From an optimization exercise on the open Yosys and OpenROAD flow, aimed at small area; shortcuts taken in it are not production practice. The RTL was checked by simulation tests, not by an equivalence proof against the original design. Power and IR drop assume default switching activity.

==> flow/flow/run.sh <==
#!/bin/bash
# Layout flow: the standard flow (standard.sh) with these changes, all
# aimed at cell area (the clock period is met with several ns to spare):
#  - synthesis: an area-oriented ABC script (deep AIG resynthesis, then
#    area-oriented mapping) in place of ORFS's mapping script, and adders
#    left to ABC instead of being mapped to full and half adder cells.
#    Registers are untouched: ABC only sees the logic between them.
#    Synthesis runs with four ABC random seeds at once (seed 0 in the main
#    work area through standard.sh, seeds 1-3 in work areas of their own);
#    the layout continues from the netlist with the smallest cell area.
#  - port buffers, and the buffers synthesis puts on outputs that share a
#    net: the smallest buffer cell.
#  - clock tree: clkbuf_8 buffers, sinks clustered by 16, no dummy loads.
# Everything else is ORFS's own. Each make run logs to a file of its own.
set -euo pipefail
HERE=$(pwd)
ARGS=(ADDER_MAP_FILE= GPL_TIMING_DRIVEN=0
  "MIN_BUF_CELL_AND_PORTS=sky130_fd_sc_hd__buf_1 A X"
  "BUFFER_PORTS_ARGS=-buffer_cell sky130_fd_sc_hd__buf_1"
  "CTS_ARGS=-sink_clustering_enable -repair_clock_nets -dont_use_dummy_load -buf_list sky130_fd_sc_hd__clkbuf_8 -root_buf sky130_fd_sc_hd__clkbuf_16 -sink_clustering_size 16 -sink_clustering_max_diameter 100")
prep_scripts() {
  rm -rf "$1"
  cp -r "$FLOW_HOME/scripts" "$1"
  sed "s/&deepsyn -T 300/\&deepsyn -T 300 -S $2/" "$HERE/flow/abc_deep.script" > "$1/abc_speed.script"
  cp "$1/abc_speed.script" "$1/abc_area.script"
}
area_of() {
  awk '/Chip area for module/ {print $NF}' "$1/reports/sky130hd/VGATopModule/base/synth_stat.txt" 2>/dev/null || true
}
pids=()
for s in 1 2 3; do
  mkdir -p "$HERE/seed$s"
  prep_scripts "$HERE/seed$s/scripts" "$s"
  make -C "$FLOW_HOME" DESIGN_CONFIG="$FLOW_CONFIG" WORK_HOME="$HERE/seed$s/orfs" \
    CLKGATE_MAP_FILE= SYNTH_SCRIPT="$HERE/synth_recipe.tcl" SCRIPTS_DIR="$HERE/seed$s/scripts" \
    "${ARGS[@]}" synth > "$HERE/seed$s/make_synth.log" 2>&1 &
  pids+=($!)
done
prep_scripts "$HERE/orfs_scripts" 0
bash standard.sh SCRIPTS_DIR="$HERE/orfs_scripts" "${ARGS[@]}" synth > "$HERE/flow_make_synth.log" 2>&1
for p in "${pids[@]}"; do wait "$p" || true; done

MAIN="$HERE/orfs"
best=0
best_area=$(area_of "$MAIN")
for s in 1 2 3; do
  a=$(area_of "$HERE/seed$s/orfs")
  if [[ -n "$a" && -f "$HERE/seed$s/orfs/results/sky130hd/VGATopModule/base/1_synth.odb" ]] &&
     awk -v a="$a" -v b="$best_area" 'BEGIN { exit !(a < b) }'; then
    best=$s
    best_area=$a
  fi
done
echo "synthesis areas: seed0 $(area_of "$MAIN") seed1 $(area_of "$HERE/seed1/orfs") seed2 $(area_of "$HERE/seed2/orfs") seed3 $(area_of "$HERE/seed3/orfs"); using seed $best" > "$HERE/seed_choice.log"
if [[ $best != 0 ]]; then
  SRC="$HERE/seed$best/orfs"
  for d in results logs reports objects; do
    cp -r "$SRC/$d/sky130hd/VGATopModule/base/." "$MAIN/$d/sky130hd/VGATopModule/base/"
  done
  # keep make's view of the synthesis steps up to date, in step order
  R="$MAIN/results/sky130hd/VGATopModule/base"
  for f in 1_1_yosys_canonicalize.rtlil 1_2_yosys.v 1_2_yosys.sdc 1_synth.odb 1_synth.sdc; do
    [[ -f "$R/$f" ]] && touch "$R/$f"
    sleep 1
  done
fi
bash standard.sh SCRIPTS_DIR="$HERE/orfs_scripts" "${ARGS[@]}" finish > "$HERE/flow_make.log" 2>&1
==> flow/flow/abc_deep.script <==
strash
&get -n
&deepsyn -T 300
&put
&get -n
&dch -f
&nf -R 1000
&put
topo
stime -c
==> flow/standard.sh <==
#!/bin/bash
# synth_recipe.tcl (not shown) runs the flow's synth.tcl, then flattens the netlist and writes it again
# the make line also repeats each setting of config.mk as NAME=value (left out here)
make -C /OpenROAD-flow-scripts/flow DESIGN_CONFIG=/design/flow/config.mk WORK_HOME=/design/flow/orfs CLKGATE_MAP_FILE= SYNTH_SCRIPT=/design/flow/synth_recipe.tcl "${@:-finish}"
==> flow/config.mk <==
export PLATFORM = sky130hd
export DESIGN_NAME = VGATopModule
export DESIGN_NICKNAME = VGATopModule
export VERILOG_FILES = /design/flow/design.v
export SDC_FILE = /design/flow/constraint.sdc
export NUM_CORES = 4
export LEC_CHECK = 0
export CAP_MARGIN = 20
export CORE_MARGIN = 2
export CORE_UTILIZATION = 55
export GPL_TIMING_DRIVEN = 0
export PLACE_DENSITY = 0.75
export SLEW_MARGIN = 30
==> flow/constraint.sdc <==
create_clock -name core_clock -period 20.0 [get_ports {clk}]
set_input_delay 4.0000 -clock core_clock [delete_from_list [all_inputs] [get_ports {clk}]]
set_output_delay 4.0000 -clock core_clock [all_outputs]
set_load 0.01 [all_outputs]
==> flow/design.v <==
module pong_start_text(input [9:0] x, input [9:0] y, output text);
  assign text = ((x >= 10'd121) & (x <= 10'd141) & (y >= 10'd20) & (y <= 10'd190)) |
    ((x >= 10'd191) & (x <= 10'd211) & (y >= 10'd20) & (y <= 10'd95)) |
    ((x >= 10'd141) & (x <= 10'd191) & (y >= 10'd20) & (y <= 10'd40)) |
    ((x >= 10'd141) & (x <= 10'd191) & (y >= 10'd85) & (y <= 10'd95)) |
    ((x >= 10'd231) & (x <= 10'd251) & (y >= 10'd20) & (y <= 10'd190)) |
    ((x >= 10'd291) & (x <= 10'd311) & (y >= 10'd20) & (y <= 10'd190)) |
    ((x >= 10'd251) & (x <= 10'd291) & (y >= 10'd20) & (y <= 10'd40)) |
    ((x >= 10'd251) & (x <= 10'd291) & (y >= 10'd170) & (y <= 10'd190)) |
    ((x >= 10'd321) & (x <= 10'd341) & (y >= 10'd20) & (y <= 10'd190)) |
    ((x >= 10'd391) & (x <= 10'd411) & (y >= 10'd20) & (y <= 10'd190)) |
    ((x >= 10'd341) & (x <= 10'd391) & (y >= 10'd20) & (y <= 10'd40)) |
    ((x >= 10'd421) & (x <= 10'd441) & (y >= 10'd20) & (y <= 10'd190)) |
    ((x >= 10'd491) & (x <= 10'd511) & (y >= 10'd85) & (y <= 10'd190)) |
    ((x >= 10'd441) & (x <= 10'd491) & (y >= 10'd20) & (y <= 10'd40)) |
    ((x >= 10'd441) & (x <= 10'd491) & (y >= 10'd85) & (y <= 10'd95)) |
    ((x >= 10'd441) & (x <= 10'd491) & (y >= 10'd170) & (y <= 10'd190)) |
    ((x >= 10'd131) & (x <= 10'd191) & (y >= 10'd200) & (y <= 10'd220)) |
    ((x >= 10'd151) & (x <= 10'd171) & (y >= 10'd220) & (y <= 10'd390)) |
    ((x >= 10'd211) & (x <= 10'd231) & (y >= 10'd200) & (y <= 10'd390)) |
    ((x >= 10'd271) & (x <= 10'd291) & (y >= 10'd200) & (y <= 10'd390)) |
    ((x >= 10'd231) & (x <= 10'd271) & (y >= 10'd200) & (y <= 10'd220)) |
    ((x >= 10'd231) & (x <= 10'd271) & (y >= 10'd370) & (y <= 10'd390)) |
    ((x >= 10'd311) & (x <= 10'd371) & (y >= 10'd200) & (y <= 10'd220)) |
    ((x >= 10'd311) & (x <= 10'd331) & (y >= 10'd220) & (y <= 10'd300)) |
    ((x >= 10'd311) & (x <= 10'd371) & (y >= 10'd300) & (y <= 10'd320)) |
    ((x >= 10'd351) & (x <= 10'd371) & (y >= 10'd320) & (y <= 10'd390)) |
    ((x >= 10'd311) & (x <= 10'd371) & (y >= 10'd370) & (y <= 10'd390)) |
    ((x >= 10'd391) & (x <= 10'd451) & (y >= 10'd200) & (y <= 10'd220)) |
    ((x >= 10'd391) & (x <= 10'd411) & (y >= 10'd220) & (y <= 10'd300)) |
    ((x >= 10'd391) & (x <= 10'd451) & (y >= 10'd300) & (y <= 10'd320)) |
    ((x >= 10'd431) & (x <= 10'd451) & (y >= 10'd320) & (y <= 10'd390)) |
    ((x >= 10'd391) & (x <= 10'd451) & (y >= 10'd370) & (y <= 10'd390)) |
    ((x >= 10'd21) & (x <= 10'd81) & (y >= 10'd400) & (y <= 10'd410)) |
    ((x >= 10'd21) & (x <= 10'd31) & (y >= 10'd410) & (y <= 10'd425)) |
    ((x >= 10'd21) & (x <= 10'd81) & (y >= 10'd425) & (y <= 10'd435)) |
    ((x >= 10'd71) & (x <= 10'd81) & (y >= 10'd435) & (y <= 10'd450)) |
    ((x >= 10'd21) & (x <= 10'd81) & (y >= 10'd450) & (y <= 10'd460)) |
    ((x >= 10'd91) & (x <= 10'd131) & (y >= 10'd400) & (y <= 10'd410)) |
    ((x >= 10'd106) & (x <= 10'd116) & (y >= 10'd410) & (y <= 10'd460)) |
    ((x >= 10'd141) & (x <= 10'd151) & (y >= 10'd400) & (y <= 10'd460)) |
    ((x >= 10'd151) & (x <= 10'd181) & (y >= 10'd400) & (y <= 10'd410)) |
    ((x >= 10'd151) & (x <= 10'd181) & (y >= 10'd425) & (y <= 10'd435)) |
    ((x >= 10'd181) & (x <= 10'd191) & (y >= 10'd400) & (y <= 10'd460)) |
    ((x >= 10'd201) & (x <= 10'd211) & (y >= 10'd400) & (y <= 10'd460)) |
    ((x >= 10'd211) & (x <= 10'd251) & (y >= 10'd400) & (y <= 10'd410)) |
    ((x >= 10'd211) & (x <= 10'd251) & (y >= 10'd425) & (y <= 10'd435)) |
    ((x >= 10'd251) & (x <= 10'd261) & (y >= 10'd410) & (y <= 10'd425)) |
    ((x >= 10'd251) & (x <= 10'd261) & (y >= 10'd435) & (y <= 10'd460)) |
    ((x >= 10'd271) & (x <= 10'd311) & (y >= 10'd400) & (y <= 10'd410)) |
    ((x >= 10'd286) & (x <= 10'd296) & (y >= 10'd410) & (y <= 10'd460)) |
    ((x >= 10'd381) & (x <= 10'd431) & (y >= 10'd400) & (y <= 10'd410)) |
    ((x >= 10'd381) & (x <= 10'd431) & (y >= 10'd450) & (y <= 10'd460)) |
    ((x >= 10'd381) & (x <= 10'd391) & (y >= 10'd410) & (y <= 10'd450)) |
    ((x >= 10'd421) & (x <= 10'd431) & (y >= 10'd435) & (y <= 10'd450)) |
    ((x >= 10'd401) & (x <= 10'd431) & (y >= 10'd425) & (y <= 10'd435)) |
    ((x >= 10'd451) & (x <= 10'd461) & (y >= 10'd400) & (y <= 10'd460)) |
    ((x >= 10'd461) & (x <= 10'd481) & (y >= 10'd400) & (y <= 10'd410)) |
    ((x >= 10'd461) & (x <= 10'd481) & (y >= 10'd425) & (y <= 10'd435)) |
    ((x >= 10'd481) & (x <= 10'd491) & (y >= 10'd400) & (y <= 10'd460)) |
    ((x >= 10'd501) & (x <= 10'd561) & (y >= 10'd400) & (y <= 10'd410)) |
    ((x >= 10'd501) & (x <= 10'd511) & (y >= 10'd410) & (y <= 10'd460)) |
    ((x >= 10'd526) & (x <= 10'd536) & (y >= 10'd410) & (y <= 10'd460)) |
    ((x >= 10'd551) & (x <= 10'd561) & (y >= 10'd410) & (y <= 10'd460)) |
    ((x >= 10'd571) & (x <= 10'd581) & (y >= 10'd400) & (y <= 10'd460)) |
    ((x >= 10'd581) & (x <= 10'd621) & (y >= 10'd400) & (y <= 10'd410)) |
    ((x >= 10'd581) & (x <= 10'd621) & (y >= 10'd425) & (y <= 10'd435)) |
    ((x >= 10'd581) & (x <= 10'd621) & (y >= 10'd450) & (y <= 10'd460));
endmodule
module pong_end_shapes(input [9:0] x, input [9:0] y, output t1, output t2, output td);
  wire common = ((x >= 10'd81) & (x <= 10'd101) & (y >= 10'd80) & (y <= 10'd210)) |
    ((x >= 10'd101) & (x <= 10'd141) & (y >= 10'd80) & (y <= 10'd100)) |
    ((x >= 10'd101) & (x <= 10'd141) & (y >= 10'd135) & (y <= 10'd145)) |
    ((x >= 10'd141) & (x <= 10'd161) & (y >= 10'd100) & (y <= 10'd135)) |
    ((x >= 10'd171) & (x <= 10'd191) & (y >= 10'd80) & (y <= 10'd210)) |
    ((x >= 10'd171) & (x <= 10'd231) & (y >= 10'd190) & (y <= 10'd210)) |
    ((x >= 10'd241) & (x <= 10'd261) & (y >= 10'd80) & (y <= 10'd210)) |
    ((x >= 10'd301) & (x <= 10'd321) & (y >= 10'd80) & (y <= 10'd210)) |
    ((x >= 10'd261) & (x <= 10'd301) & (y >= 10'd80) & (y <= 10'd100)) |
    ((x >= 10'd261) & (x <= 10'd301) & (y >= 10'd135) & (y <= 10'd145)) |
    ((x >= 10'd331) & (x <= 10'd351) & (y >= 10'd80) & (y <= 10'd135)) |
    ((x >= 10'd391) & (x <= 10'd411) & (y >= 10'd80) & (y <= 10'd135)) |
    ((x >= 10'd331) & (x <= 10'd411) & (y >= 10'd135) & (y <= 10'd145)) |
    ((x >= 10'd361) & (x <= 10'd381) & (y >= 10'd145) & (y <= 10'd210)) |
    ((x >= 10'd421) & (x <= 10'd441) & (y >= 10'd80) & (y <= 10'd210)) |
    ((x >= 10'd421) & (x <= 10'd481) & (y >= 10'd80) & (y <= 10'd100)) |
    ((x >= 10'd421) & (x <= 10'd481) & (y >= 10'd135) & (y <= 10'd145)) |
    ((x >= 10'd421) & (x <= 10'd481) & (y >= 10'd190) & (y <= 10'd210)) |
    ((x >= 10'd491) & (x <= 10'd511) & (y >= 10'd80) & (y <= 10'd210)) |
    ((x >= 10'd491) & (x <= 10'd551) & (y >= 10'd80) & (y <= 10'd100)) |
    ((x >= 10'd491) & (x <= 10'd551) & (y >= 10'd135) & (y <= 10'd145)) |
    ((x >= 10'd531) & (x <= 10'd551) & (y >= 10'd100) & (y <= 10'd135)) |
    ((x >= 10'd511) & (x <= 10'd551) & (y >= 10'd145) & (y <= 10'd210)) |
    ((x >= 10'd121) & (x <= 10'd141) & (y >= 10'd300) & (y <= 10'd400)) |
    ((x >= 10'd161) & (x <= 10'd181) & (y >= 10'd300) & (y <= 10'd370)) |
    ((x >= 10'd201) & (x <= 10'd221) & (y >= 10'd300) & (y <= 10'd400)) |
    ((x >= 10'd121) & (x <= 10'd221) & (y >= 10'd380) & (y <= 10'd400)) |
    ((x >= 10'd241) & (x <= 10'd301) & (y >= 10'd300) & (y <= 10'd310)) |
    ((x >= 10'd271) & (x <= 10'd281) & (y >= 10'd310) & (y <= 10'd390)) |
    ((x >= 10'd241) & (x <= 10'd301) & (y >= 10'd390) & (y <= 10'd400)) |
    ((x >= 10'd321) & (x <= 10'd341) & (y >= 10'd300) & (y <= 10'd400)) |
    ((x >= 10'd401) & (x <= 10'd421) & (y >= 10'd300) & (y <= 10'd400)) |
    ((x >= 10'd341) & (x <= 10'd401) & (y >= 10'd300) & (y <= 10'd320)) |
    ((x >= 10'd441) & (x <= 10'd501) & (y >= 10'd300) & (y <= 10'd310)) |
    ((x >= 10'd441) & (x <= 10'd461) & (y >= 10'd300) & (y <= 10'd340)) |
    ((x >= 10'd441) & (x <= 10'd501) & (y >= 10'd330) & (y <= 10'd340)) |
    ((x >= 10'd481) & (x <= 10'd501) & (y >= 10'd340) & (y <= 10'd390)) |
    ((x >= 10'd441) & (x <= 10'd501) & (y >= 10'd390) & (y <= 10'd400)) |
    ((x >= 10'd521) & (x <= 10'd531) & (y >= 10'd300) & (y <= 10'd380)) |
    ((x >= 10'd521) & (x <= 10'd531) & (y >= 10'd390) & (y <= 10'd400));
  assign t1 = common | ((x >= 10'd581) & (x <= 10'd601) & (y >= 10'd80) & (y <= 10'd210)) |
    ((x >= 10'd601) & (x <= 10'd621) & (y >= 10'd190) & (y <= 10'd210));
  assign t2 = common | ((x >= 10'd581) & (x <= 10'd621) & (y >= 10'd80) & (y <= 10'd100)) |
    ((x >= 10'd601) & (x <= 10'd621) & (y >= 10'd100) & (y <= 10'd145)) |
    ((x >= 10'd581) & (x <= 10'd621) & (y >= 10'd135) & (y <= 10'd145)) |
    ((x >= 10'd581) & (x <= 10'd601) & (y >= 10'd145) & (y <= 10'd190)) |
    ((x >= 10'd581) & (x <= 10'd621) & (y >= 10'd190) & (y <= 10'd210));
  assign td = ((x >= 10'd81) & (x <= 10'd101) & (y >= 10'd180) & (y <= 10'd300)) |
    ((x >= 10'd81) & (x <= 10'd161) & (y >= 10'd180) & (y <= 10'd200)) |
    ((x >= 10'd81) & (x <= 10'd161) & (y >= 10'd280) & (y <= 10'd300)) |
    ((x >= 10'd141) & (x <= 10'd161) & (y >= 10'd200) & (y <= 10'd280)) |
    ((x >= 10'd181) & (x <= 10'd201) & (y >= 10'd180) & (y <= 10'd300)) |
    ((x >= 10'd181) & (x <= 10'd261) & (y >= 10'd180) & (y <= 10'd200)) |
    ((x >= 10'd181) & (x <= 10'd261) & (y >= 10'd230) & (y <= 10'd250)) |
    ((x >= 10'd241) & (x <= 10'd261) & (y >= 10'd200) & (y <= 10'd230)) |
    ((x >= 10'd241) & (x <= 10'd261) & (y >= 10'd250) & (y <= 10'd270)) |
    ((x >= 10'd221) & (x <= 10'd241) & (y >= 10'd270) & (y <= 10'd290)) |
    ((x >= 10'd201) & (x <= 10'd221) & (y >= 10'd290) & (y <= 10'd300)) |
    ((x >= 10'd281) & (x <= 10'd301) & (y >= 10'd180) & (y <= 10'd300)) |
    ((x >= 10'd361) & (x <= 10'd381) & (y >= 10'd180) & (y <= 10'd300)) |
    ((x >= 10'd301) & (x <= 10'd361) & (y >= 10'd180) & (y <= 10'd200)) |
    ((x >= 10'd301) & (x <= 10'd361) & (y >= 10'd230) & (y <= 10'd250)) |
    ((x >= 10'd401) & (x <= 10'd421) & (y >= 10'd180) & (y <= 10'd300)) |
    ((x >= 10'd441) & (x <= 10'd461) & (y >= 10'd180) & (y <= 10'd270)) |
    ((x >= 10'd481) & (x <= 10'd501) & (y >= 10'd180) & (y <= 10'd300)) |
    ((x >= 10'd401) & (x <= 10'd501) & (y >= 10'd280) & (y <= 10'd300)) |
    ((x >= 10'd521) & (x <= 10'd541) & (y >= 10'd180) & (y <= 10'd260)) |
    ((x >= 10'd521) & (x <= 10'd541) & (y >= 10'd280) & (y <= 10'd300));
endmodule
module pong_game_text(input [9:0] x, input [9:0] y, output text);
  assign text = ((x >= 10'd100) & (x <= 10'd120) & (y >= 10'd120) & (y <= 10'd130)) |
    ((x >= 10'd100) & (x <= 10'd105) & (y >= 10'd130) & (y <= 10'd160)) |
    ((x >= 10'd115) & (x <= 10'd120) & (y >= 10'd130) & (y <= 10'd145)) |
    ((x >= 10'd100) & (x <= 10'd115) & (y >= 10'd145) & (y <= 10'd150)) |
    ((x >= 10'd125) & (x <= 10'd140) & (y >= 10'd120) & (y <= 10'd160)) |
    ((x >= 10'd500) & (x <= 10'd520) & (y >= 10'd120) & (y <= 10'd130)) |
    ((x >= 10'd500) & (x <= 10'd505) & (y >= 10'd130) & (y <= 10'd160)) |
    ((x >= 10'd515) & (x <= 10'd520) & (y >= 10'd130) & (y <= 10'd145)) |
    ((x >= 10'd500) & (x <= 10'd515) & (y >= 10'd145) & (y <= 10'd150)) |
    ((x >= 10'd525) & (x <= 10'd545) & (y >= 10'd120) & (y <= 10'd130)) |
    ((x >= 10'd540) & (x <= 10'd545) & (y >= 10'd130) & (y <= 10'd145)) |
    ((x >= 10'd525) & (x <= 10'd545) & (y >= 10'd145) & (y <= 10'd150)) |
    ((x >= 10'd525) & (x <= 10'd530) & (y >= 10'd150) & (y <= 10'd160)) |
    ((x >= 10'd525) & (x <= 10'd545) & (y >= 10'd155) & (y <= 10'd160));
endmodule
module pong_circles(input [9:0] x, input [9:0] y, output [5:0] circ);
    wire up = (y >= 10'd250) & (y <= 10'd310);      
    wire lo = (y >= 10'd320) & (y <= 10'd380);      
    wire [5:0] d6 = y[5:0] - (up ? 6'd24 : 6'd30);  
    wire [4:0] dy = d6[5] ? (5'd0 - d6[4:0]) : d6[4:0];
    reg [4:0] w;
    always @* begin
        case (dy)
            5'd0: w = 5'd30;
            5'd1, 5'd2, 5'd3, 5'd4, 5'd5, 5'd6, 5'd7: w = 5'd29;
            5'd8, 5'd9, 5'd10: w = 5'd28;
            5'd11, 5'd12, 5'd13: w = 5'd27;
            5'd14: w = 5'd26;
            5'd15, 5'd16: w = 5'd25;
            5'd17, 5'd18: w = 5'd24;
            5'd19: w = 5'd23;
            5'd20: w = 5'd22;
            5'd21: w = 5'd21;
            5'd22: w = 5'd20;
            5'd23: w = 5'd19;
            5'd24: w = 5'd18;
            5'd25: w = 5'd16;
            5'd26: w = 5'd14;
            5'd27: w = 5'd13;
            5'd28: w = 5'd10;
            5'd29: w = 5'd7;
            default: w = 5'd0;
        endcase
    end
    wire r = (x >= 10'd320);
    wire [9:0] t = {x[9:5] - (r ? 5'd15 : 5'd5), x[4:0]};
    wire near = (t[9:6] == 4'b0000) | (t[9:6] == 4'b1111);
    wire [6:0] a = t[9] ? (7'd0 - t[6:0]) : t[6:0];
    wire le0 = t[9] | (t == 10'd0);
    wire hit_up = near & up & (a <= {2'b00, w});
    wire hit_lo = near & lo & (a + {2'b00, w} >= 7'd30) & (a <= 7'd30 + {2'b00, w});
    assign circ[0] = ~r & hit_lo & le0;
    assign circ[1] = ~r & hit_lo & ~le0;
    assign circ[2] = ~r & hit_up;
    assign circ[3] = r & hit_lo & le0;
    assign circ[4] = r & hit_lo & ~le0;
    assign circ[5] = r & hit_up;
endmodule
module pong_cups_ball(input [9:0] x, input [9:0] y, output cup_l, output cup_r, output ball);
    wire yl = (y >= 10'd50) & (y <= 10'd150);
    wire yr = (y >= 10'd250) & (y <= 10'd350);
    wire [6:0] d = y[6:0] - (yr ? 7'd122 : 7'd50);    
    reg [3:0] q1, q2;
    always @* begin
        q1 = 4'd10; q2 = 4'd10;
        if (d < 7'd10) q1 = 4'd0; else if (d < 7'd20) q1 = 4'd1; else if (d < 7'd30) q1 = 4'd2;
        else if (d < 7'd40) q1 = 4'd3; else if (d < 7'd50) q1 = 4'd4; else if (d < 7'd60) q1 = 4'd5;
        else if (d < 7'd70) q1 = 4'd6; else if (d < 7'd80) q1 = 4'd7; else if (d < 7'd90) q1 = 4'd8;
        else if (d < 7'd100) q1 = 4'd9;
        if (d == 7'd0) q2 = 4'd10; else if (d < 7'd3) q2 = 4'd0; else if (d < 7'd13) q2 = 4'd1;
        else if (d < 7'd23) q2 = 4'd2; else if (d < 7'd33) q2 = 4'd3; else if (d < 7'd43) q2 = 4'd4;
        else if (d < 7'd53) q2 = 4'd5; else if (d < 7'd63) q2 = 4'd6; else if (d < 7'd73) q2 = 4'd7;
        else if (d < 7'd83) q2 = 4'd8; else if (d < 7'd93) q2 = 4'd9;
    end
    wire [5:0] lo_t = (yr ? 6'd39 : 6'd41) + {2'b00, q1};
    wire [5:0] hi_t = (yr ? 6'd35 : 6'd37) - {2'b00, q2};
    wire x_lo = (x[5:0] >= lo_t);
    wire x_hi = (x[5:0] <= hi_t);
    assign cup_l = yl & (((x[9:6] == 4'd0) & x_lo) | ((x[9:6] == 4'd1) & x_hi));
    assign cup_r = yr & (((x[9:6] == 4'd8) & x_lo) | ((x[9:6] == 4'd9) & x_hi));
    wire [5:0] dy6 = y[5:0] - 6'd28;                  
    wire [4:0] dy = dy6[5] ? (5'd0 - dy6[4:0]) : dy6[4:0];
    wire yb = (y >= 10'd205) & (y <= 10'd235);
    reg [3:0] w;
    always @* begin
        case (dy)
            5'd0: w = 4'd15;
            5'd1, 5'd2, 5'd3, 5'd4, 5'd5: w = 4'd14;
            5'd6, 5'd7: w = 4'd13;
            5'd8, 5'd9: w = 4'd12;
            5'd10: w = 4'd11;
            5'd11: w = 4'd10;
            5'd12: w = 4'd9;
            5'd13: w = 4'd7;
            5'd14: w = 4'd5;
            default: w = 4'd0;
        endcase
    end
    wire [6:0] dx = x[6] ? {1'b0, x[5:0]} : (7'd64 - {1'b0, x[5:0]});
    assign ball = yb & (x[9:7] == 3'b100) & (dx <= {3'b000, w});
endmodule
module pong_glyph(input [3:0] ch, input [2:0] row, input [2:0] col, output bit_o);
  function glyph(input [3:0] ch, input [2:0] row, input [2:0] col);
    reg [7:0] d;
    begin
      case ({ch, row})
        7'h00: d = 8'b00111100;
        7'h01: d = 8'b01100110;
        7'h02: d = 8'b01101110;
        7'h03: d = 8'b01110110;
        7'h04: d = 8'b01100110;
        7'h05: d = 8'b01100110;
        7'h06: d = 8'b00111100;
        7'h08: d = 8'b00011000;
        7'h09: d = 8'b00111000;
        7'h0a: d = 8'b00011000;
        7'h0b: d = 8'b00011000;
        7'h0c: d = 8'b00011000;
        7'h0d: d = 8'b00011000;
        7'h0e: d = 8'b01111110;
        7'h10: d = 8'b00111100;
        7'h11: d = 8'b01100110;
        7'h12: d = 8'b00000110;
        7'h13: d = 8'b00001100;
        7'h14: d = 8'b00011000;
        7'h15: d = 8'b00110000;
        7'h16: d = 8'b01111110;
        7'h18: d = 8'b00111100;
        7'h19: d = 8'b01100110;
        7'h1a: d = 8'b00000110;
        7'h1b: d = 8'b00011100;
        7'h1c: d = 8'b00000110;
        7'h1d: d = 8'b01100110;
        7'h1e: d = 8'b00111100;
        7'h20: d = 8'b00001100;
        7'h21: d = 8'b00011100;
        7'h22: d = 8'b00111100;
        7'h23: d = 8'b01101100;
        7'h24: d = 8'b01111110;
        7'h25: d = 8'b00001100;
        7'h26: d = 8'b00001100;
        7'h28: d = 8'b01111110;
        7'h29: d = 8'b01100000;
        7'h2a: d = 8'b01111100;
        7'h2b: d = 8'b00000110;
        7'h2c: d = 8'b00000110;
        7'h2d: d = 8'b01100110;
        7'h2e: d = 8'b00111100;
        7'h30: d = 8'b00111100;
        7'h31: d = 8'b01100000;
        7'h32: d = 8'b01111100;
        7'h33: d = 8'b01100110;
        7'h34: d = 8'b01100110;
        7'h35: d = 8'b01100110;
        7'h36: d = 8'b00111100;
        7'h38: d = 8'b01111110;
        7'h39: d = 8'b00000110;
        7'h3a: d = 8'b00001100;
        7'h3b: d = 8'b00011000;
        7'h3c: d = 8'b00110000;
        7'h3d: d = 8'b00110000;
        7'h3e: d = 8'b00110000;
        7'h40: d = 8'b00111100;
        7'h41: d = 8'b01100110;
        7'h42: d = 8'b01100110;
        7'h43: d = 8'b00111100;
        7'h44: d = 8'b01100110;
        7'h45: d = 8'b01100110;
        7'h46: d = 8'b00111100;
        7'h48: d = 8'b00111100;
        7'h49: d = 8'b01100110;
        7'h4a: d = 8'b01100110;
        7'h4b: d = 8'b00111110;
        7'h4c: d = 8'b00000110;
        7'h4d: d = 8'b00001100;
        7'h4e: d = 8'b00111100;
        7'h52: d = 8'b00011000;
        7'h53: d = 8'b00011000;
        7'h55: d = 8'b00011000;
        7'h56: d = 8'b00011000;
        default: d = 8'b00000000;
      endcase
      glyph = d[~col];
    end
  endfunction
  assign bit_o = glyph(ch, row, col);
endmodule
`timescale 1ns / 1ps
module VGATopModule #(
    parameter TICK_CYCLES = 5000,          
    parameter LOCKOUT_DURATION = 25000,    
    parameter DEBOUNCE_DELAY = 50,         
    parameter FLASH_DURATION = 5000,       
    parameter BUZZER_DURATION = 15000,     
    parameter BUZZER_HALF_PERIOD = 10      
) (
    input clk,
    input sys_rst,             
    input reset,               
    input start_button,        
    input enable,              
    input [2:0] ir_sensor_p1,  
    input [2:0] ir_sensor_p2,  
    output h_sync,
    output v_sync,
    output [3:0] red,
    output [3:0] green,
    output [3:0] blue,
    output buzzer_out          
);
    function [31:0] lf_taps(input integer w);
        case (w)
            2: lf_taps = 32'h3;     3: lf_taps = 32'h5;     4: lf_taps = 32'h9;
            5: lf_taps = 32'h12;    6: lf_taps = 32'h21;    7: lf_taps = 32'h41;
            8: lf_taps = 32'hc3;    9: lf_taps = 32'h108;   10: lf_taps = 32'h204;
            11: lf_taps = 32'h402;  12: lf_taps = 32'h883;  13: lf_taps = 32'h1013;
            14: lf_taps = 32'h2803; 15: lf_taps = 32'h4001; 16: lf_taps = 32'h8805;
            17: lf_taps = 32'h10004; 18: lf_taps = 32'h20040; 19: lf_taps = 32'h40023;
            20: lf_taps = 32'h80004; default: lf_taps = 32'h0;
        endcase
    endfunction
    function [31:0] lf_next(input [31:0] s, input integer w);
        lf_next = ((s << 1) | {31'd0, ~^(s & lf_taps(w))}) & ((32'd1 << w) - 32'd1);
    endfunction
    function [31:0] lf_adv(input integer n, input integer w);
        integer i, j;
        reg [31:0] sv;
        begin
            if (n == 50 && w == 6) lf_adv = 32'h27;
            if (n == 25001 && w == 15) lf_adv = 32'h195;
            if (n == 5001 && w == 13) lf_adv = 32'hee7;
            if (n == 1500 && w == 11) lf_adv = 32'h5bd;
            if (n == 9 && w == 4) lf_adv = 32'hd;
            if (n == 1 && w == 4) lf_adv = 32'h1;
            if (n == 2 && w == 13) lf_adv = 32'h2;
            sv = 32'd0;
            if (!((n == 50 && w == 6) || (n == 25001 && w == 15) || (n == 5001 && w == 13) ||
                  (n == 1500 && w == 11) || (n == 9 && w == 4) || (n == 1 && w == 4) || (n == 2 && w == 13))) begin
                for (j = 0; j < n; j = j + 4096)
                    for (i = j; i < n && i < j + 4096; i = i + 1)
                        sv = lf_next(sv, w);
                lf_adv = sv;
            end
        end
    endfunction
    function integer lf_clog2(input integer v);
        integer k;
        begin
            lf_clog2 = 0;
            for (k = 1; k < 31; k = k + 1)
                if ((32'd1 << k) < v) lf_clog2 = k;
            lf_clog2 = lf_clog2 + 1;
        end
    endfunction
    function [31:0] lf_prev(input [31:0] s, input integer w);
        reg [31:0] low;
        reg b;
        begin
            low = s >> 1;
            b = ~s[0] ^ (^(low & lf_taps(w) & ~(32'd1 << (w - 1))));
            lf_prev = low | ({31'd0, b} << (w - 1));
        end
    endfunction
    function [31:0] lf_load(input integer n, input integer w);
        integer i, j;
        reg [31:0] sv;
        begin
            if (n == 20003 && w == 15) lf_load = 32'h2ab8;
            else if (n == 25000 && w == 15) lf_load = 32'h6b39;
            else if (n == 15000 && w == 15) lf_load = 32'h4670;
            else begin
                sv = (32'd1 << (w - 1)) - 32'd1;
                for (j = 0; j < n; j = j + 4096)
                    for (i = j; i < n && i < j + 4096; i = i + 1)
                        sv = lf_prev(sv, w);
                lf_load = sv;
            end
        end
    endfunction
    localparam ST_START = 2'd0, ST_GAME = 2'd1, ST_END = 2'd2;
    reg [9:0] x, y;
    reg [1:0] p;
    reg fl;
    wire pix_en = (p == 2'd3);
    wire x_end = x[9] & x[8] & (&x[4:0]);    
    wire y_end = y[9] & y[3] & y[2];         
    wire x_zero = ~|x;
    always @(posedge clk) begin
        if (sys_rst) begin
            {x, p} <= 12'd2;
            y <= 10'd0;
            fl <= 1'b1;
        end else begin
            {x, p} <= (pix_en & x_end) ? 12'd0 : {x, p} + 12'd1;
            if (pix_en) begin
                if (x_end) fl <= 1'b0;
                if (x_zero & ~fl) y <= y_end ? 10'd0 : y + 10'd1;
            end
        end
    end
    assign h_sync = ~((x >= 10'd656) & (x < 10'd752));
    assign v_sync = ~((y >= 10'd490) & (y < 10'd492));
    wire video_on = (x < 10'd640) & (y < 10'd480);
    wire start_edge, reset_edge;
    reg rst_d;
    always @(posedge clk) rst_d <= sys_rst;
    pong_db #(.DELAY(DEBOUNCE_DELAY)) start_db(
        .clk(clk), .rst(sys_rst), .rst_d(rst_d), .in(start_button), .out(), .rise(start_edge));
    pong_db #(.DELAY(DEBOUNCE_DELAY)) reset_db(
        .clk(clk), .rst(sys_rst), .rst_d(rst_d), .in(reset), .out(), .rise(reset_edge));
    reg [1:0] st;
    wire stopped;
    always @(posedge clk) begin
        if (sys_rst | reset_edge)
            st <= ST_START;
        else case (st)
            ST_START: if (start_edge) st <= ST_GAME;
            ST_GAME:  if (stopped) st <= ST_END;
            ST_END:   ;
            default:  st <= ST_START;
        endcase
    end
    wire in_start = (st == ST_START);
    wire in_game = (st == ST_GAME);
    wire in_end = (st == ST_END);
    wire grst = sys_rst | ~in_game;
    wire clr = sys_rst | in_start;
    wire [2:0] s1t, s2t;
    wire [3:0] s1o, s2o;
    wire lk_last, lk_idle;
    pong_score #(.LOCKOUT(LOCKOUT_DURATION), .DELAY(DEBOUNCE_DELAY), .BUZZ(BUZZER_DURATION)) sc1(
        .clk(clk), .sys_rst(sys_rst), .rst_d(rst_d), .clr(clr), .run(in_game & ~stopped), .bload(in_game & stopped),
        .ir(ir_sensor_p1), .tens(s1t), .ones(s1o), .last(lk_last), .idle(lk_idle));
    pong_score #(.LOCKOUT(LOCKOUT_DURATION), .DELAY(DEBOUNCE_DELAY), .BUZZ(BUZZER_DURATION)) sc2(
        .clk(clk), .sys_rst(sys_rst), .rst_d(rst_d), .clr(clr), .run(in_game & ~stopped), .bload(1'b0),
        .ir(ir_sensor_p2), .tens(s2t), .ones(s2o), .last(), .idle());
    wire [1:0] res = {{s1t, s1o} > {s2t, s2o}, {s2t, s2o} > {s1t, s1o}};
    reg ev;
    always @(posedge clk)
        ev <= ~sys_rst & in_end & (ev | pix_en);
    localparam TW = lf_clog2(TICK_CYCLES + 3);
    localparam [TW-1:0] T_TICK = lf_adv(TICK_CYCLES + 1, TW);
    localparam [TW-1:0] T_C1 = lf_adv(2, TW);
    reg [TW-1:0] tc;
    wire tick = (tc == T_TICK);
    reg m1;              
    reg [2:0] s10;
    reg [3:0] s1;        
    assign stopped = s1[3] & s1[2];
    always @(posedge clk) begin
        if (grst) begin
            tc <= {TW{1'b0}};
            m1 <= 1'b1;
            s10 <= 3'd5;
            s1 <= 4'd9;
        end else begin
            tc <= tick ? T_C1 : lf_next(tc, TW);
            if (tick & ~stopped) begin
                if (!m1 && s10 == 3'd0 && s1 == 4'd0)
                    s1 <= 4'd15;
                else if (s1 == 4'd0) begin
                    s1 <= 4'd9;
                    if (s10 == 3'd0) begin
                        s10 <= 3'd5;
                        m1 <= 1'b0;
                    end else
                        s10 <= s10 - 3'd1;
                end else
                    s1 <= s1 - 4'd1;
            end
        end
    end
    wire [5:0] cup_green;
    genvar gi;
    generate
        for (gi = 0; gi < 6; gi = gi + 1) begin : flash
            pong_flash #(.DURATION(FLASH_DURATION)) f(
                .clk(clk), .rst(grst), .en(pix_en),
                .ir(gi < 3 ? ir_sensor_p1[gi % 3] : ir_sensor_p2[gi % 3]),
                .green(cup_green[gi]));
        end
    endgenerate
    wire band_t = (y >= 10'd64) & (y <= 10'd91);
    wire band_s = (y >= 10'd192) & (y <= 10'd219);
    reg [3:0] ch;
    reg ch_ok;
    always @* begin
        ch = 4'd0;
        ch_ok = 1'b0;
        case (x[9:5])
            5'd5:  begin ch = {1'b0, s1t}; ch_ok = band_s; end
            5'd6:  begin ch = s1o;         ch_ok = band_s; end
            5'd8:  begin ch = 4'd0;        ch_ok = band_t; end
            5'd9:  begin ch = {3'd0, m1};  ch_ok = band_t; end
            5'd10: begin ch = 4'd10;       ch_ok = band_t; end
            5'd11: begin ch = {1'b0, s10}; ch_ok = band_t; end
            5'd12: begin ch = s1;          ch_ok = band_t; end
            5'd13: begin ch = {1'b0, s2t}; ch_ok = band_s; end
            5'd14: begin ch = s2o;         ch_ok = band_s; end
            default: ;
        endcase
    end
    wire [2:0] ncol = x[4:2] + {2'b00, &x[1:0]};
    wire gbit;
    pong_glyph glyph_rom(.ch(ch), .row(y[4:2]), .col(ncol), .bit_o(gbit));
    reg nb;
    always @(posedge clk)
        if (grst) nb <= 1'b0;
        else if (pix_en) nb <= ch_ok & gbit;
    wire digit_area = ((y >= 10'd30) & (y <= 10'd93) & (x >= 10'd256) & (x <= 10'd415)) |
                      ((y >= 10'd192) & (y <= 10'd255) &
                       (((x >= 10'd160) & (x <= 10'd223)) | ((x >= 10'd416) & (x <= 10'd479))));
    wire g_text;
    wire [5:0] circ;
    pong_game_text gtext(.x(x), .y(y), .text(g_text));
    pong_circles circles(.x(x), .y(y), .circ(circ));
    reg [3:0] g_c;    
    always @* begin
        if (digit_area)      g_c = nb ? 4'b1100 : 4'b0111;
        else if (g_text)     g_c = 4'b1100;
        else if (circ[0])    g_c = cup_green[0] ? 4'b0110 : 4'b1000;
        else if (circ[1])    g_c = cup_green[1] ? 4'b0110 : 4'b1000;
        else if (circ[2])    g_c = cup_green[2] ? 4'b0110 : 4'b1000;
        else if (circ[3])    g_c = cup_green[3] ? 4'b0110 : 4'b1000;
        else if (circ[4])    g_c = cup_green[4] ? 4'b0110 : 4'b1000;
        else if (circ[5])    g_c = cup_green[5] ? 4'b0110 : 4'b1000;
        else                 g_c = 4'b0111;
        if (!video_on)       g_c = 4'b0000;
    end
    wire prev_vis = (x == 10'd1) ? (fl | ((y != 10'd0) & (y <= 10'd480)))
                                 : ((x != 10'd0) & (x <= 10'd640) & (y < 10'd480));
    wire cup_l, cup_r, ball, s_text;
    pong_start_text stext(.x(x), .y(y), .text(s_text));
    pong_cups_ball cups(.x(x), .y(y), .cup_l(cup_l), .cup_r(cup_r), .ball(ball));
    reg [3:0] s_c;
    always @* begin
        if (cup_l)       s_c = 4'b1000;
        else if (cup_r)  s_c = 4'b0011;
        else if (ball)   s_c = 4'b1111;
        else if (s_text) s_c = 4'b1100;
        else             s_c = 4'b0111;
        if (!prev_vis)   s_c = 4'b0000;
    end
    wire e_t1, e_t2, e_td;
    pong_end_shapes eshapes(.x(x), .y(y), .t1(e_t1), .t2(e_t2), .td(e_td));
    wire e_on = ev & (res[1] ? e_t1 : res[0] ? e_t2 : e_td);
    wire [3:0] e_c = !prev_vis ? 4'b0000 : e_on ? 4'b1100 : 4'b0111;
    wire [3:0] c = (st == ST_START) ? s_c : in_game ? g_c : in_end ? e_c : 4'b0000;
    assign red = {4{c[3]}};
    assign green = {c[2], c[1], c[2], c[1]};
    assign blue = {4{c[0]}};
    localparam RW = lf_clog2(BUZZER_HALF_PERIOD + 2);
    localparam [RW-1:0] R_ZERO = lf_adv(BUZZER_HALF_PERIOD - 1, RW);
    reg ben;
    reg [RW-1:0] br;
    reg bz;
    always @(posedge clk) begin
        ben <= ~sys_rst & ~reset_edge & in_end & ~lk_last & ~lk_idle;
        if (sys_rst || !ben) begin
            br <= R_ZERO;
            bz <= 1'b0;
        end else if (br == R_ZERO) begin
            br <= {RW{1'b0}};
            bz <= ~bz;
        end else
            br <= lf_next(br, RW);
    end
    assign buzzer_out = bz;
endmodule
module pong_db #(parameter DELAY = 50) (
    input clk,
    input rst,
    input rst_d,       
    input in,
    output reg out,
    output rise
);
    function [31:0] lf_taps(input integer w);
        case (w)
            2: lf_taps = 32'h3;     3: lf_taps = 32'h5;     4: lf_taps = 32'h9;
            5: lf_taps = 32'h12;    6: lf_taps = 32'h21;    7: lf_taps = 32'h41;
            8: lf_taps = 32'hc3;    9: lf_taps = 32'h108;   10: lf_taps = 32'h204;
            11: lf_taps = 32'h402;  12: lf_taps = 32'h883;  13: lf_taps = 32'h1013;
            14: lf_taps = 32'h2803; 15: lf_taps = 32'h4001; 16: lf_taps = 32'h8805;
            17: lf_taps = 32'h10004; 18: lf_taps = 32'h20040; 19: lf_taps = 32'h40023;
            20: lf_taps = 32'h80004; default: lf_taps = 32'h0;
        endcase
    endfunction
    function [31:0] lf_next(input [31:0] s, input integer w);
        lf_next = ((s << 1) | {31'd0, ~^(s & lf_taps(w))}) & ((32'd1 << w) - 32'd1);
    endfunction
    function [31:0] lf_adv(input integer n, input integer w);
        integer i, j;
        reg [31:0] sv;
        begin
            if (n == 50 && w == 6) lf_adv = 32'h27;
            if (n == 25001 && w == 15) lf_adv = 32'h195;
            if (n == 5001 && w == 13) lf_adv = 32'hee7;
            if (n == 1500 && w == 11) lf_adv = 32'h5bd;
            if (n == 9 && w == 4) lf_adv = 32'hd;
            if (n == 1 && w == 4) lf_adv = 32'h1;
            if (n == 2 && w == 13) lf_adv = 32'h2;
            sv = 32'd0;
            if (!((n == 50 && w == 6) || (n == 25001 && w == 15) || (n == 5001 && w == 13) ||
                  (n == 1500 && w == 11) || (n == 9 && w == 4) || (n == 1 && w == 4) || (n == 2 && w == 13))) begin
                for (j = 0; j < n; j = j + 4096)
                    for (i = j; i < n && i < j + 4096; i = i + 1)
                        sv = lf_next(sv, w);
                lf_adv = sv;
            end
        end
    endfunction
    function integer lf_clog2(input integer v);
        integer k;
        begin
            lf_clog2 = 0;
            for (k = 1; k < 31; k = k + 1)
                if ((32'd1 << k) < v) lf_clog2 = k;
            lf_clog2 = lf_clog2 + 1;
        end
    endfunction
    function [31:0] lf_prev(input [31:0] s, input integer w);
        reg [31:0] low;
        reg b;
        begin
            low = s >> 1;
            b = ~s[0] ^ (^(low & lf_taps(w) & ~(32'd1 << (w - 1))));
            lf_prev = low | ({31'd0, b} << (w - 1));
        end
    endfunction
    function [31:0] lf_load(input integer n, input integer w);
        integer i, j;
        reg [31:0] sv;
        begin
            if (n == 20003 && w == 15) lf_load = 32'h2ab8;
            else if (n == 25000 && w == 15) lf_load = 32'h6b39;
            else if (n == 15000 && w == 15) lf_load = 32'h4670;
            else begin
                sv = (32'd1 << (w - 1)) - 32'd1;
                for (j = 0; j < n; j = j + 4096)
                    for (i = j; i < n && i < j + 4096; i = i + 1)
                        sv = lf_prev(sv, w);
                lf_load = sv;
            end
        end
    endfunction
    localparam W = lf_clog2(DELAY + 3);
    localparam [W-1:0] C_END = lf_adv(DELAY, W);
    localparam [W-1:0] J = {1'b1, {(W-1){1'b0}}};    
    reg s0, s1;
    reg [W-1:0] c;
    wire is_j = (c == J);
    wire [W-1:0] nx = lf_next(c, W) | {{(W-1){1'b0}}, is_j};
    always @(posedge clk) begin
        s0 <= in;
        s1 <= (rst | rst_d) ? 1'b0 : s0;
        if (rst) begin
            out <= 1'b0;
            c <= {W{1'b0}};
        end else begin
            if (s1 == out)
                c <= {W{1'b0}};
            else if (c == C_END) begin
                c <= J;
                out <= s1;
            end else
                c <= nx;
        end
    end
    assign rise = out & is_j;
endmodule
module pong_score #(parameter LOCKOUT = 25000, parameter DELAY = 50, parameter BUZZ = 15000) (
    input clk,
    input sys_rst,
    input rst_d,
    input clr,
    input run,
    input bload,
    input [2:0] ir,
    output reg [2:0] tens,
    output reg [3:0] ones,
    output last,
    output idle
);
    function [31:0] lf_taps(input integer w);
        case (w)
            2: lf_taps = 32'h3;     3: lf_taps = 32'h5;     4: lf_taps = 32'h9;
            5: lf_taps = 32'h12;    6: lf_taps = 32'h21;    7: lf_taps = 32'h41;
            8: lf_taps = 32'hc3;    9: lf_taps = 32'h108;   10: lf_taps = 32'h204;
            11: lf_taps = 32'h402;  12: lf_taps = 32'h883;  13: lf_taps = 32'h1013;
            14: lf_taps = 32'h2803; 15: lf_taps = 32'h4001; 16: lf_taps = 32'h8805;
            17: lf_taps = 32'h10004; 18: lf_taps = 32'h20040; 19: lf_taps = 32'h40023;
            20: lf_taps = 32'h80004; default: lf_taps = 32'h0;
        endcase
    endfunction
    function [31:0] lf_next(input [31:0] s, input integer w);
        lf_next = ((s << 1) | {31'd0, ~^(s & lf_taps(w))}) & ((32'd1 << w) - 32'd1);
    endfunction
    function [31:0] lf_adv(input integer n, input integer w);
        integer i, j;
        reg [31:0] sv;
        begin
            if (n == 50 && w == 6) lf_adv = 32'h27;
            if (n == 25001 && w == 15) lf_adv = 32'h195;
            if (n == 5001 && w == 13) lf_adv = 32'hee7;
            if (n == 1500 && w == 11) lf_adv = 32'h5bd;
            if (n == 9 && w == 4) lf_adv = 32'hd;
            if (n == 1 && w == 4) lf_adv = 32'h1;
            if (n == 2 && w == 13) lf_adv = 32'h2;
            sv = 32'd0;
            if (!((n == 50 && w == 6) || (n == 25001 && w == 15) || (n == 5001 && w == 13) ||
                  (n == 1500 && w == 11) || (n == 9 && w == 4) || (n == 1 && w == 4) || (n == 2 && w == 13))) begin
                for (j = 0; j < n; j = j + 4096)
                    for (i = j; i < n && i < j + 4096; i = i + 1)
                        sv = lf_next(sv, w);
                lf_adv = sv;
            end
        end
    endfunction
    function integer lf_clog2(input integer v);
        integer k;
        begin
            lf_clog2 = 0;
            for (k = 1; k < 31; k = k + 1)
                if ((32'd1 << k) < v) lf_clog2 = k;
            lf_clog2 = lf_clog2 + 1;
        end
    endfunction
    function [31:0] lf_prev(input [31:0] s, input integer w);
        reg [31:0] low;
        reg b;
        begin
            low = s >> 1;
            b = ~s[0] ^ (^(low & lf_taps(w) & ~(32'd1 << (w - 1))));
            lf_prev = low | ({31'd0, b} << (w - 1));
        end
    endfunction
    function [31:0] lf_load(input integer n, input integer w);
        integer i, j;
        reg [31:0] sv;
        begin
            if (n == 20003 && w == 15) lf_load = 32'h2ab8;
            else if (n == 25000 && w == 15) lf_load = 32'h6b39;
            else if (n == 15000 && w == 15) lf_load = 32'h4670;
            else begin
                sv = (32'd1 << (w - 1)) - 32'd1;
                for (j = 0; j < n; j = j + 4096)
                    for (i = j; i < n && i < j + 4096; i = i + 1)
                        sv = lf_prev(sv, w);
                lf_load = sv;
            end
        end
    endfunction
    localparam W = lf_clog2(LOCKOUT + 3);
    localparam [W-1:0] LOAD = lf_load(LOCKOUT, W);
    localparam [W-1:0] BLOAD = lf_load(BUZZ, W);
    localparam [W-1:0] LAST = {1'b0, {(W-1){1'b1}}};
    wire [2:0] e;
    genvar i;
    generate
        for (i = 0; i < 3; i = i + 1) begin : s
            pong_db #(.DELAY(DELAY)) db(.clk(clk), .rst(sys_rst), .rst_d(rst_d), .in(ir[i]), .out(), .rise(e[i]));
        end
    endgenerate
    reg [W-1:0] lk;
    assign idle = &lk;
    assign last = (lk == LAST);
    wire [W-1:0] lk_nx = lf_next(lk, W) | {{(W-1){1'b0}}, last};
    wire hit = run & idle & (|e) & (tens != 3'd5);
    always @(posedge clk) begin
        if (clr) begin
            lk <= {W{1'b1}};
            tens <= 3'd0;
            ones <= 4'd0;
        end else begin
            lk <= bload ? BLOAD : hit ? LOAD : lk_nx;
            if (hit) begin
                if (ones == 4'd9) begin
                    ones <= 4'd0;
                    tens <= tens + 3'd1;
                end else
                    ones <= ones + 4'd1;
            end
        end
    end
endmodule
module pong_flash #(parameter DURATION = 5000) (
    input clk,
    input rst,
    input en,
    input ir,
    output green
);
    function [31:0] lf_taps(input integer w);
        case (w)
            2: lf_taps = 32'h3;     3: lf_taps = 32'h5;     4: lf_taps = 32'h9;
            5: lf_taps = 32'h12;    6: lf_taps = 32'h21;    7: lf_taps = 32'h41;
            8: lf_taps = 32'hc3;    9: lf_taps = 32'h108;   10: lf_taps = 32'h204;
            11: lf_taps = 32'h402;  12: lf_taps = 32'h883;  13: lf_taps = 32'h1013;
            14: lf_taps = 32'h2803; 15: lf_taps = 32'h4001; 16: lf_taps = 32'h8805;
            17: lf_taps = 32'h10004; 18: lf_taps = 32'h20040; 19: lf_taps = 32'h40023;
            20: lf_taps = 32'h80004; default: lf_taps = 32'h0;
        endcase
    endfunction
    function [31:0] lf_next(input [31:0] s, input integer w);
        lf_next = ((s << 1) | {31'd0, ~^(s & lf_taps(w))}) & ((32'd1 << w) - 32'd1);
    endfunction
    function [31:0] lf_adv(input integer n, input integer w);
        integer i, j;
        reg [31:0] sv;
        begin
            if (n == 50 && w == 6) lf_adv = 32'h27;
            if (n == 25001 && w == 15) lf_adv = 32'h195;
            if (n == 5001 && w == 13) lf_adv = 32'hee7;
            if (n == 1500 && w == 11) lf_adv = 32'h5bd;
            if (n == 9 && w == 4) lf_adv = 32'hd;
            if (n == 1 && w == 4) lf_adv = 32'h1;
            if (n == 2 && w == 13) lf_adv = 32'h2;
            sv = 32'd0;
            if (!((n == 50 && w == 6) || (n == 25001 && w == 15) || (n == 5001 && w == 13) ||
                  (n == 1500 && w == 11) || (n == 9 && w == 4) || (n == 1 && w == 4) || (n == 2 && w == 13))) begin
                for (j = 0; j < n; j = j + 4096)
                    for (i = j; i < n && i < j + 4096; i = i + 1)
                        sv = lf_next(sv, w);
                lf_adv = sv;
            end
        end
    endfunction
    function integer lf_clog2(input integer v);
        integer k;
        begin
            lf_clog2 = 0;
            for (k = 1; k < 31; k = k + 1)
                if ((32'd1 << k) < v) lf_clog2 = k;
            lf_clog2 = lf_clog2 + 1;
        end
    endfunction
    function [31:0] lf_prev(input [31:0] s, input integer w);
        reg [31:0] low;
        reg b;
        begin
            low = s >> 1;
            b = ~s[0] ^ (^(low & lf_taps(w) & ~(32'd1 << (w - 1))));
            lf_prev = low | ({31'd0, b} << (w - 1));
        end
    endfunction
    function [31:0] lf_load(input integer n, input integer w);
        integer i, j;
        reg [31:0] sv;
        begin
            if (n == 20003 && w == 15) lf_load = 32'h2ab8;
            else if (n == 25000 && w == 15) lf_load = 32'h6b39;
            else if (n == 15000 && w == 15) lf_load = 32'h4670;
            else begin
                sv = (32'd1 << (w - 1)) - 32'd1;
                for (j = 0; j < n; j = j + 4096)
                    for (i = j; i < n && i < j + 4096; i = i + 1)
                        sv = lf_prev(sv, w);
                lf_load = sv;
            end
        end
    endfunction
    reg prev;
    wire load = en & ir & ~prev;
    always @(posedge clk)
        if (rst) prev <= 1'b0;
        else if (en) prev <= ir;
    generate
        if (DURATION == 5000) begin : rot
            localparam [12:0] LOAD = 13'h16ce;
            localparam [12:0] Q = 13'h0fff;
            reg [12:0] t;
            assign green = ~&t;
            wire b0 = en ? (~(t[12] ^ t[0]) | (t == Q)) : t[12];
            always @(posedge clk)
                if (rst) t <= 13'h1fff;
                else t <= load ? LOAD : {t[11:0], b0};
        end else begin : plain
            localparam N = 4 * (DURATION + 1);
            localparam W = lf_clog2(N + 2);
            localparam [W-1:0] LOAD = lf_load(N - 1, W);
            localparam [W-1:0] LAST = {1'b0, {(W-1){1'b1}}};
            reg [W-1:0] t;
            assign green = ~&t;
            always @(posedge clk)
                if (rst) t <= {W{1'b1}};
                else t <= load ? LOAD : (lf_next(t, W) | {{(W-1){1'b0}}, t == LAST});
        end
    endgenerate
endmodule
==> impl_metrics.yaml <==
timing:
  clock.fmax_ghz: 0.0829
  hold_ws_ns: 0.431
  tns_ns: 0
  rsz0062_at_grt: "false"
  post-route-period-util_pct: 60.3
  worst_pin_slew_ns: 0.982
  hold_viol: 0
  max_slew_margin_pct: 34.5
  setup_slack_ns: 7.94
  setup_viol: 0
  report.final.slew_viol_count: 0
  min_period_ns: 12.06
  fin_skew_ns: 0.0292
yosys:
  synth_edf_count: 0
  synth_flop_cell: "dfxtp_1"
  avgSynthCellArea_sq_um: 7.74
  synth_cell_type_count: 63
  synth_cells: 1636
  yosys_warnings: 7
  ys_ff_latch: 255
  yosysSeqAreaShare_pct: 40.3
  syn_area_sq_mm: 0.0127
  syn_nets: 1647
  synthArstFlopShare_pct: 0
cells_and_area:
  nNetsFinal: 1699
  multi_input_area_sq_mm: 0.00739
  ff_latch_area_sq_mm: 0.00512
  final_cell_mix: "245 x dfxtp_1, 237 x nand2_1, 181 x nor2_1"
  n_antenna_cell: 0
  n_fill_cell: 2093
  fin_util_pct: 59.8
  area_growth_syn_to_layout_pct: 6.85
  drive_gt1_share_pct: 2.49
  layout_commonest_cell: "dfxtp_1"
floorplanning:
  die_height_um: 156
  rows: 55
  floorplan.initialDensity_pct: 55.9
  core_sq_mm: 0.0226
  ios: 26
  die_w_um: 156
  dieArea_sq_mm: 0.0243
clocking:
  cts-root-buf: "clkbuf_16"
  postCtsSetupRepairBufs: 0
  cts.repair.resized: 0
  ctsHoldBuffers: 0
  htree_levels: 1
  cts_sinks: 255
  cts_tree: "done"
  clock_latency_ns: 0.48
  path_clk_slew_ns: 0.12
  clock_path_buffers: 3
  cts_buffers: 19
worst_setup_path:
  cp_top_family: "compound AO/OA/AOI/OAI gates"
  worstSetupEndpoint: "red[1]"
  worstReg2RegEnd: "nb"
  critPathBufInv: 2
  path_max_fanout: 29
  r2r_start: "x[6]"
  startpoint: "y[6]"
  cp.depth: 25
  critPathMaxStageDelay_ns: 0.80
  crit_slowest_cell: "dfxtp_2"
  crit_type: "reg2out"
  worstSetupStartpointType: "flip-flop"
  crit_path_end_kind: "primary output"
  crit_top_cell: "a21oi_1"
  arrival_ns: 8.06
  required_ns: 16.00
  rr_worst_depth: 13
  r2r_slack_ns: 15.35
power:
  ir_drop_mv: 0.0581
  p_int_uw: 620
  seq_power_share_pct: 64.6
  pwr-share-clk_pct: 31.6
  cellPowerDensity_mw_per_mm2: 58.7
  p_switching_uw: 175
  switching_share_pct: 22.0
  leakage_nw: 4.95
  p_comb_share_pct: 3.8
grt:
  grt_pass1_wl_mm: 64.3
  grt_max_degree: 36
  grt.total_usage_pct: 33.2
  grt_overflow: 0
  antenna_found_initial: 0
  grt_pass1_vias: 12000
worst_hold_path:
  worstHoldPathType: "reg2reg"
job:
  drv_cap: 0
drt:
  routedWlPerCell_um: 20.7
  dr.pass1.iters: 12
  drtIter0Drc: 1705
  vias_per_cell: 6.58
  antenna_left: 0
  drc: 0
  totalWireLength_mm: 40.8
  num_vias: 13000
place:
  hpwl_mm: 30.1
  gp_congestion: 1.08
  dp_slack_ns: 8.43
  portBuffers: 24
run_status:
  status: "finished clean"
## sequential cells by signal, indices dropped and copies added, names as in the netlist, 4 cells and up
name           flops
sc2.lk            15
x                 10
start_db.c         6
br                 4
tc                13
s1                 4
sc1.lk            15
y                 10
sc1.s.db.c        18
sc2.ones           4
flash.f.prev       6
sc2.s.db.c        18
sc1.ones           4
flash.f.rot.t     78
reset_db.c         6
## how the worst min path moves through the flow
stage                        startpoint             endpoint  cells after the start
finish              flash[1].f.rot.t[7]  flash[1].f.rot.t[8]                      2
global route        flash[3].f.rot.t[4]  flash[3].f.rot.t[5]                      2
CTS                               tc[8]                tc[9]                      1
detailed placement       sc1.s[1].db.s0       sc1.s[1].db.s1                      1
global placement         sc1.s[1].db.s0       sc1.s[1].db.s1                      1
floorplan                          p[0]                 p[0]                      1
## routing by layer
| layer | up-vias | share of wire (%) | GRT usage, % |
|---|---|---|---|
| met5 | - | 0 | 0 |
| met4 | 0 | 5.7 | 14.5 |
| met3 | 208 | 11 | 8.42 |
| met2 | 779 | 41 | 51.1 |
| met1 | 5918 | 42 | 44.3 |
| li1 | 6071 | - | - |
## cell families (layout without fill, tap and decap cells)
family                     Yosys count  after routing  synth area share [%]
buffers and inverters               50            100                  1.48
adders and majority gates            2              2                 0.158
xor gates and xnor gates            40             40                  2.77
DFF                                255            255                  40.3
and+or+nand+nor                    838            838                  32.4
AOI/OAI and AO/OA                  440            440                  22.0
muxes                               11             11                 0.870
## Yosys cell counts, drive strengths merged, types with 9 or more instances
| master | count | area share, % |
|---|---|---|
| xor2 | 15 | 1.0 |
| or3 | 16 | 0.79 |
| a221oi | 11 | 0.76 |
| a211oi | 13 | 0.77 |
| a21oi | 122 | 4.8 |
| and3 | 34 | 1.7 |
| xnor2 | 25 | 1.7 |
| nor2b | 17 | 0.84 |
| o31ai | 10 | 0.59 |
| a21boi | 12 | 0.71 |
| o21a | 13 | 0.77 |
| or2 | 56 | 2.8 |
| nor3b | 9 | 0.53 |
| nand4 | 32 | 1.6 |
| o21ai | 103 | 4.1 |
| nand3b | 12 | 0.71 |
| nand2 | 237 | 7.0 |
| nand2b | 26 | 1.3 |
| nand3 | 61 | 2.4 |
| nor2 | 184 | 5.5 |
| nor3 | 63 | 2.5 |
| dfxtp | 255 | 40 |
| a32oi | 11 | 0.76 |
| and2 | 55 | 2.7 |
| a31oi | 31 | 1.5 |
| mux2i | 11 | 0.87 |
| nor4 | 18 | 0.89 |
| o22ai | 21 | 1.0 |
| o211ai | 14 | 0.83 |
| a21o | 9 | 0.53 |
| clkinv | 42 | 1.2 |
## power groups by stage
stage                     Clock [mW]  Sequential (mW)  Combinational (mW)
after global routing           0.276            0.514              0.0338
after detailed placement           0            0.525              0.0297
after global placement             0            0.525              0.0287
after floorplan                    0            0.524              0.0194
final                          0.251            0.513              0.0303
after CTS                      0.258            0.513              0.0299
## worst min-delay path, delay by kind of cell, from the launching register on
kind | cells | cell delay [ns]
DFF | 1 | 0.32
and+or+nand+nor | 2 | 0.11
## area by class of cell
class                           instances  area share, %
Buffer                                  8          0.222
Clock buffer                           19           2.18
Inverter                               42           1.17
Multi-Input combinational cell       1331           54.6
Sequential cell                       255           37.8
Tap cell                              285           2.64
Timing Repair Buffer                   31           1.36
## through the flow
step | instance area, sq um | cells | power, mW
final | 13500 | 1971 | 0.795
after global routing | 13500 | 1971 | 0.823
after CTS | 13500 | 1971 | 0.801
after detailed placement | 13200 | 1952 | 0.555
after global placement | 13100 | 1945 | 0.554
after floorplan | 12700 | 1636 | 0.543

==> static timing again, ports no longer ideal <==
No port has a modelled driver above. Below, the same layout with a new extraction and two added sets of constraints. Step 1: set_driving_cell puts a clkbuf_16 on clk and a buf_2 on each other input, an assumption about the parent block. Step 2 times the ports against the registers' clock, not the clock port: input delays grow and output delays shrink by t, the midpoint of the rising clock arrivals with the driver on. Slacks: ideal / step 1 / step 2; pairs: ideal / step 1.
shift t [ns]: 0.517
slack for setup (ns): 7.940 / 7.888 / 8.405
worst hold slack (ns): 0.431 / 0.431 / 0.431
After both steps setup and hold are still met in this run. For this run, drivers alone change the setup slack by -0.052 ns; drivers and shift together by +0.465 ns.
